This is an optimization exercise on Yosys and OpenROAD, whose aim is small area, not a production implementation.
The RTL was checked by simulation tests, not by an equivalence proof against the original design. No driver is modelled on the clock port, so clocking that relies on it looks cheaper here than on a real chip.

==> run D: inputs <==
==> flow/design.v <==
module viterbi_top(input clk, input reset, input clk_enable, input [31:0] encoded, output [15:0] Out);
  reg  [5:0] cnt;
  always @(posedge clk or posedge reset)
    if (reset)
      cnt <= 6'd0;
    else if (clk_enable && cnt != 6'd45)
      cnt <= cnt + 6'd1;
  wire valid = cnt == 6'd45;
  wire run   = cnt != 6'd0;
  genvar k;
  generate
    for (k = 0; k < 16; k = k + 1) begin : lane
      Viterbi_Decoder1 u_dec (.clk(clk), .enb(clk_enable), .reset(reset), .run(run),
                              .c0(encoded[2*k+1]), .c1(encoded[2*k]),
                              .valid(valid), .decoded(Out[k]));
    end
  endgenerate
endmodule
module Viterbi_Decoder1 (input clk, input enb, input reset, input run, input c0, input c1,
                         input valid, output decoded);
  reg x0, x1;
  always @(posedge clk or posedge reset)
    if (reset) begin
      x0 <= 1'b0; x1 <= 1'b0;
    end else if (enb) begin
      x0 <= c0; x1 <= c1;
    end
  reg  [4:0] s;         
  reg  [4:0] ns;
  reg  [3:0] d;         
  reg  [1:0] pm;        
  always @* begin
    case ({s, x1, x0})
      7'd76: begin ns = 5'd17; d = 4'd2; pm = 2'd0; end
      7'd77: begin ns = 5'd23; d = 4'd2; pm = 2'd0; end
      7'd78: begin ns = 5'd23; d = 4'd8; pm = 2'd0; end
      7'd79: begin ns = 5'd27; d = 4'd8; pm = 2'd0; end
      7'd68: begin ns = 5'd18; d = 4'd0; pm = 2'd0; end
      7'd69: begin ns = 5'd23; d = 4'd0; pm = 2'd0; end
      7'd70: begin ns = 5'd23; d = 4'd0; pm = 2'd0; end
      7'd71: begin ns = 5'd31; d = 4'd0; pm = 2'd0; end
      7'd92: begin ns = 5'd0; d = 4'd0; pm = 2'd2; end
      7'd93: begin ns = 5'd22; d = 4'd0; pm = 2'd2; end
      7'd94: begin ns = 5'd22; d = 4'd0; pm = 2'd2; end
      7'd95: begin ns = 5'd15; d = 4'd0; pm = 2'd0; end
      7'd108: begin ns = 5'd28; d = 4'd0; pm = 2'd2; end
      7'd109: begin ns = 5'd3; d = 4'd0; pm = 2'd2; end
      7'd110: begin ns = 5'd3; d = 4'd0; pm = 2'd2; end
      7'd111: begin ns = 5'd9; d = 4'd0; pm = 2'd2; end
      7'd72: begin ns = 5'd18; d = 4'd2; pm = 2'd0; end
      7'd73: begin ns = 5'd23; d = 4'd2; pm = 2'd0; end
      7'd74: begin ns = 5'd23; d = 4'd8; pm = 2'd0; end
      7'd75: begin ns = 5'd31; d = 4'd8; pm = 2'd0; end
      7'd124: begin ns = 5'd28; d = 4'd4; pm = 2'd2; end
      7'd125: begin ns = 5'd11; d = 4'd4; pm = 2'd2; end
      7'd126: begin ns = 5'd1; d = 4'd1; pm = 2'd2; end
      7'd127: begin ns = 5'd9; d = 4'd1; pm = 2'd2; end
      7'd0: begin ns = 5'd26; d = 4'd10; pm = 2'd0; end
      7'd1: begin ns = 5'd14; d = 4'd10; pm = 2'd3; end
      7'd2: begin ns = 5'd12; d = 4'd10; pm = 2'd3; end
      7'd3: begin ns = 5'd24; d = 4'd10; pm = 2'd0; end
      7'd88: begin ns = 5'd8; d = 4'd6; pm = 2'd2; end
      7'd89: begin ns = 5'd4; d = 4'd6; pm = 2'd1; end
      7'd90: begin ns = 5'd8; d = 4'd9; pm = 2'd3; end
      7'd91: begin ns = 5'd4; d = 4'd9; pm = 2'd0; end
      7'd60: begin ns = 5'd12; d = 4'd5; pm = 2'd2; end
      7'd61: begin ns = 5'd24; d = 4'd5; pm = 2'd1; end
      7'd62: begin ns = 5'd26; d = 4'd5; pm = 2'd1; end
      7'd63: begin ns = 5'd14; d = 4'd5; pm = 2'd2; end
      7'd112: begin ns = 5'd1; d = 4'd14; pm = 2'd3; end
      7'd113: begin ns = 5'd9; d = 4'd14; pm = 2'd3; end
      7'd114: begin ns = 5'd28; d = 4'd11; pm = 2'd3; end
      7'd115: begin ns = 5'd11; d = 4'd11; pm = 2'd3; end
      7'd12: begin ns = 5'd22; d = 4'd15; pm = 2'd3; end
      7'd13: begin ns = 5'd15; d = 4'd15; pm = 2'd1; end
      7'd14: begin ns = 5'd0; d = 4'd15; pm = 2'd3; end
      7'd15: begin ns = 5'd22; d = 4'd15; pm = 2'd3; end
      7'd36: begin ns = 5'd23; d = 4'd7; pm = 2'd1; end
      7'd37: begin ns = 5'd31; d = 4'd7; pm = 2'd1; end
      7'd38: begin ns = 5'd18; d = 4'd13; pm = 2'd1; end
      7'd39: begin ns = 5'd23; d = 4'd13; pm = 2'd1; end
      7'd4: begin ns = 5'd22; d = 4'd14; pm = 2'd3; end
      7'd5: begin ns = 5'd15; d = 4'd14; pm = 2'd1; end
      7'd6: begin ns = 5'd0; d = 4'd11; pm = 2'd3; end
      7'd7: begin ns = 5'd22; d = 4'd11; pm = 2'd3; end
      7'd44: begin ns = 5'd22; d = 4'd7; pm = 2'd2; end
      7'd45: begin ns = 5'd15; d = 4'd7; pm = 2'd1; end
      7'd46: begin ns = 5'd0; d = 4'd13; pm = 2'd3; end
      7'd47: begin ns = 5'd22; d = 4'd13; pm = 2'd3; end
      7'd104: begin ns = 5'd18; d = 4'd2; pm = 2'd0; end
      7'd105: begin ns = 5'd6; d = 4'd2; pm = 2'd0; end
      7'd106: begin ns = 5'd30; d = 4'd8; pm = 2'd3; end
      7'd107: begin ns = 5'd31; d = 4'd8; pm = 2'd0; end
      7'd48: begin ns = 5'd10; d = 4'd2; pm = 2'd2; end
      7'd49: begin ns = 5'd9; d = 4'd2; pm = 2'd3; end
      7'd50: begin ns = 5'd28; d = 4'd8; pm = 2'd3; end
      7'd51: begin ns = 5'd13; d = 4'd8; pm = 2'd3; end
      7'd56: begin ns = 5'd30; d = 4'd4; pm = 2'd2; end
      7'd57: begin ns = 5'd31; d = 4'd4; pm = 2'd1; end
      7'd58: begin ns = 5'd18; d = 4'd1; pm = 2'd1; end
      7'd59: begin ns = 5'd6; d = 4'd1; pm = 2'd0; end
      7'd96: begin ns = 5'd28; d = 4'd4; pm = 2'd2; end
      7'd97: begin ns = 5'd13; d = 4'd4; pm = 2'd2; end
      7'd98: begin ns = 5'd10; d = 4'd1; pm = 2'd2; end
      7'd99: begin ns = 5'd9; d = 4'd1; pm = 2'd2; end
      7'd32: begin ns = 5'd26; d = 4'd2; pm = 2'd0; end
      7'd33: begin ns = 5'd14; d = 4'd2; pm = 2'd3; end
      7'd34: begin ns = 5'd12; d = 4'd8; pm = 2'd3; end
      7'd35: begin ns = 5'd24; d = 4'd8; pm = 2'd0; end
      7'd16: begin ns = 5'd12; d = 4'd4; pm = 2'd2; end
      7'd17: begin ns = 5'd24; d = 4'd4; pm = 2'd1; end
      7'd18: begin ns = 5'd26; d = 4'd1; pm = 2'd1; end
      7'd19: begin ns = 5'd14; d = 4'd1; pm = 2'd2; end
      7'd120: begin ns = 5'd0; d = 4'd2; pm = 2'd2; end
      7'd121: begin ns = 5'd29; d = 4'd2; pm = 2'd3; end
      7'd122: begin ns = 5'd20; d = 4'd8; pm = 2'd3; end
      7'd123: begin ns = 5'd15; d = 4'd8; pm = 2'd0; end
      7'd24: begin ns = 5'd8; d = 4'd4; pm = 2'd2; end
      7'd25: begin ns = 5'd25; d = 4'd4; pm = 2'd1; end
      7'd26: begin ns = 5'd16; d = 4'd1; pm = 2'd1; end
      7'd27: begin ns = 5'd4; d = 4'd1; pm = 2'd0; end
      7'd40: begin ns = 5'd16; d = 4'd14; pm = 2'd0; end
      7'd41: begin ns = 5'd4; d = 4'd14; pm = 2'd1; end
      7'd42: begin ns = 5'd8; d = 4'd11; pm = 2'd3; end
      7'd43: begin ns = 5'd25; d = 4'd11; pm = 2'd0; end
      7'd52: begin ns = 5'd20; d = 4'd7; pm = 2'd2; end
      7'd53: begin ns = 5'd15; d = 4'd7; pm = 2'd1; end
      7'd54: begin ns = 5'd0; d = 4'd13; pm = 2'd3; end
      7'd55: begin ns = 5'd29; d = 4'd13; pm = 2'd2; end
      7'd80: begin ns = 5'd2; d = 4'd6; pm = 2'd2; end
      7'd81: begin ns = 5'd21; d = 4'd6; pm = 2'd3; end
      7'd82: begin ns = 5'd7; d = 4'd9; pm = 2'd3; end
      7'd83: begin ns = 5'd5; d = 4'd9; pm = 2'd3; end
      7'd116: begin ns = 5'd30; d = 4'd6; pm = 2'd2; end
      7'd117: begin ns = 5'd24; d = 4'd6; pm = 2'd1; end
      7'd118: begin ns = 5'd26; d = 4'd9; pm = 2'd1; end
      7'd119: begin ns = 5'd6; d = 4'd9; pm = 2'd0; end
      7'd64: begin ns = 5'd26; d = 4'd2; pm = 2'd0; end
      7'd65: begin ns = 5'd6; d = 4'd2; pm = 2'd0; end
      7'd66: begin ns = 5'd30; d = 4'd8; pm = 2'd3; end
      7'd67: begin ns = 5'd24; d = 4'd8; pm = 2'd0; end
      7'd100: begin ns = 5'd7; d = 4'd4; pm = 2'd2; end
      7'd101: begin ns = 5'd5; d = 4'd4; pm = 2'd2; end
      7'd102: begin ns = 5'd2; d = 4'd1; pm = 2'd2; end
      7'd103: begin ns = 5'd21; d = 4'd1; pm = 2'd2; end
      7'd8: begin ns = 5'd16; d = 4'd6; pm = 2'd0; end
      7'd9: begin ns = 5'd4; d = 4'd6; pm = 2'd1; end
      7'd10: begin ns = 5'd8; d = 4'd9; pm = 2'd3; end
      7'd11: begin ns = 5'd25; d = 4'd9; pm = 2'd0; end
      7'd28: begin ns = 5'd10; d = 4'd10; pm = 2'd3; end
      7'd29: begin ns = 5'd9; d = 4'd10; pm = 2'd3; end
      7'd30: begin ns = 5'd28; d = 4'd10; pm = 2'd3; end
      7'd31: begin ns = 5'd13; d = 4'd10; pm = 2'd3; end
      7'd84: begin ns = 5'd30; d = 4'd5; pm = 2'd2; end
      7'd85: begin ns = 5'd31; d = 4'd5; pm = 2'd1; end
      7'd86: begin ns = 5'd18; d = 4'd5; pm = 2'd1; end
      7'd87: begin ns = 5'd6; d = 4'd5; pm = 2'd1; end
      7'd20: begin ns = 5'd20; d = 4'd6; pm = 2'd2; end
      7'd21: begin ns = 5'd15; d = 4'd6; pm = 2'd1; end
      7'd22: begin ns = 5'd0; d = 4'd9; pm = 2'd3; end
      7'd23: begin ns = 5'd29; d = 4'd9; pm = 2'd2; end
    endcase
  end
  always @(posedge clk or posedge reset)
    if (reset)
      s <= 5'd19;
    else if (enb && run)      
      s <= ns;
  reg  [3:0] q [0:2];
  reg  [3:0] r [0:26];
  integer j;
  always @(posedge clk)
    if (enb) begin
      q[0] <= d;
      for (j = 1; j < 3; j = j + 1) q[j] <= q[j-1];
      r[0] <= q[2];
      for (j = 1; j < 27; j = j + 1) begin
        r[j][0] <= ~(q[2][0] ? r[j-1][1] : r[j-1][0]);
        r[j][2] <= ~(q[2][2] ? r[j-1][1] : r[j-1][0]);
        r[j][1] <= ~(q[2][1] ? r[j-1][3] : r[j-1][2]);
        r[j][3] <= ~(q[2][3] ? r[j-1][3] : r[j-1][2]);
      end
    end
  wire [1:0] st1 = {pm[0], q[0][pm]};
  wire [1:0] st2 = {st1[0], q[1][st1]};
  wire [1:0] st3 = {st2[0], q[2][st2]};
  wire t = r[26][st3];
  reg  [14:0] dl;
  always @(posedge clk)
    if (enb)
      dl <= {dl[13:0], t};
  assign decoded = dl[14] & valid;
endmodule
==> flow/flow/run.sh <==
#!/bin/bash
# Own layout flow: the standard flow, with two changes after the standard
# synthesis: the buffers that ABC inserted during synthesis are removed at
# floorplan (the placer's repair re-buffers where needed), and the clock tree
# is built without dummy balancing loads and with larger sink clusters.
set -euo pipefail
bash standard.sh synth > synth.log 2>&1
bash standard.sh REMOVE_ABC_BUFFERS=1 \
  "CTS_ARGS=-sink_clustering_enable -repair_clock_nets -dont_use_dummy_load -buf_list sky130_fd_sc_hd__clkbuf_16 -sink_clustering_size 28 -sink_clustering_max_diameter 150" \
  finish > layout.log 2>&1
==> flow/standard.sh <==
#!/bin/bash
# synth_recipe.tcl (not shown) runs the flow's synth.tcl, then flattens the netlist and writes it again
# the make line also repeats each setting of config.mk as NAME=value (left out here)
make -C /OpenROAD-flow-scripts/flow DESIGN_CONFIG=/design/flow/config.mk WORK_HOME=/design/flow/orfs CLKGATE_MAP_FILE= SYNTH_SCRIPT=/design/flow/synth_recipe.tcl "${@:-finish}"
==> flow/config.mk <==
export PLATFORM = sky130hd
export DESIGN_NAME = viterbi_top
export DESIGN_NICKNAME = viterbi_top
export VERILOG_FILES = /design/flow/design.v
export SDC_FILE = /design/flow/constraint.sdc
export NUM_CORES = 4
export LEC_CHECK = 0
export CAP_MARGIN = 20
export CORE_MARGIN = 2
export CORE_UTILIZATION = 60
export CTS_BUF_LIST = sky130_fd_sc_hd__clkbuf_8
export CTS_CLUSTER_SIZE = 30
export GPL_TIMING_DRIVEN = 0
export SLEW_MARGIN = 20
==> flow/constraint.sdc <==
create_clock -name core_clock -period 5.0 [get_ports {clk}]
set_input_delay 1.0000 -clock core_clock [delete_from_list [all_inputs] [get_ports {clk}]]
set_output_delay 1.0000 -clock core_clock [all_outputs]
set_load 0.01 [all_outputs]
==> run G (differences from run D) <==
==> flow/run.sh (new file) <==
#!/bin/bash
# synth_recipe.tcl (not shown) runs the flow's synth.tcl, then flattens the netlist and writes it again
# the make line also repeats each setting of config.mk as NAME=value (left out here)
make -C /OpenROAD-flow-scripts/flow DESIGN_CONFIG=/design/flow/config.mk WORK_HOME=/design/flow/orfs CLKGATE_MAP_FILE= SYNTH_SCRIPT=/design/flow/synth_recipe.tcl finish
removed: flow/flow/run.sh
removed: flow/standard.sh
==> run A (differences from run D) <==
--- a/flow/flow/run.sh
+++ b/flow/flow/run.sh
@@ -8,3 +8,3 @@
 bash standard.sh REMOVE_ABC_BUFFERS=1 \
-  "CTS_ARGS=-sink_clustering_enable -repair_clock_nets -dont_use_dummy_load -buf_list sky130_fd_sc_hd__clkbuf_16 -sink_clustering_size 28 -sink_clustering_max_diameter 150" \
+  "CTS_ARGS=-sink_clustering_enable -repair_clock_nets -dont_use_dummy_load -buf_list sky130_fd_sc_hd__clkbuf_8 -sink_clustering_size 30" \
   finish > layout.log 2>&1
==> impl_metrics.toml <==
[clock_network]
clkLatencyLatePin_ns = 0.77

[setup_path]
endpoint_kind = "register"

[status]
status = "timing/DRC/antenna clean"

[global_route]
grt_pass1_wl_mm = 336.9

[detailed_routing]
wl_met1_mm = 95.53

[power]
p_comb_mw = 18.2

[placed_design]
gp_congestion = 0.8933

[layout]
n_fill_cell = 13680
The numbers above come from run D.

==> impl_metrics.toml <==
[detailed_routing]
wl_met1_mm = 110.3

[status]
status = "timing/DRC/antenna clean"

[layout]
n_fill_cell = 13390

[yosys]
yosysUniqueCellTypes = 98

[placed_design]
gp_congestion = 0.9910
The numbers above come from run G.

==> impl_metrics.toml <==
[layout]
n_fill_cell = 13470

[status]
status = "timing/DRC/antenna clean"

[power]
p_comb_mw = 18.2

[setup_path]
endpoint_kind = "register"

[detailed_routing]
wl_met1_mm = 95.97
drc = 0

[global_route]
grt_pass1_wl_mm = 346.3

[clock_network]
clkLatencyLatePin_ns = 1.04

[placed_design]
gp_congestion = 0.8933
The numbers above come from run A.

==> afterwards: timing with drivers on the ports <==
How much do the figures lean on ideal ports? The routed layouts below were timed once more, with nothing changed but the port constraints. Step 1, drivers: a clkbuf_16 drives clk and a buf_2 each remaining input, both assumed. Step 2 times the ports against the registers' clock, not the clock port: input delays grow and output delays shrink by t, the midpoint of the rising clock arrivals with the driver on. a / b / c = ideal ports / drivers / drivers and shift; a / b = the first two.
run	shift t [ns]	slack for setup (ns)	hold slack, ns
run D	0.820	0.329 / 0.329 / 0.329	0.402 / 0.402 / 0.402
run G	1.154	0.218 / 0.126 / -0.760	0.350 / 0.299 / 0.365
run A	1.087	0.349 / 0.349 / 0.349	0.359 / 0.327 / 0.359
Met with ideal ports but missed after step 2: setup timing in run G. For run G, which loses most, drivers alone change the setup slack by -0.092 ns; drivers and shift together by -0.978 ns.
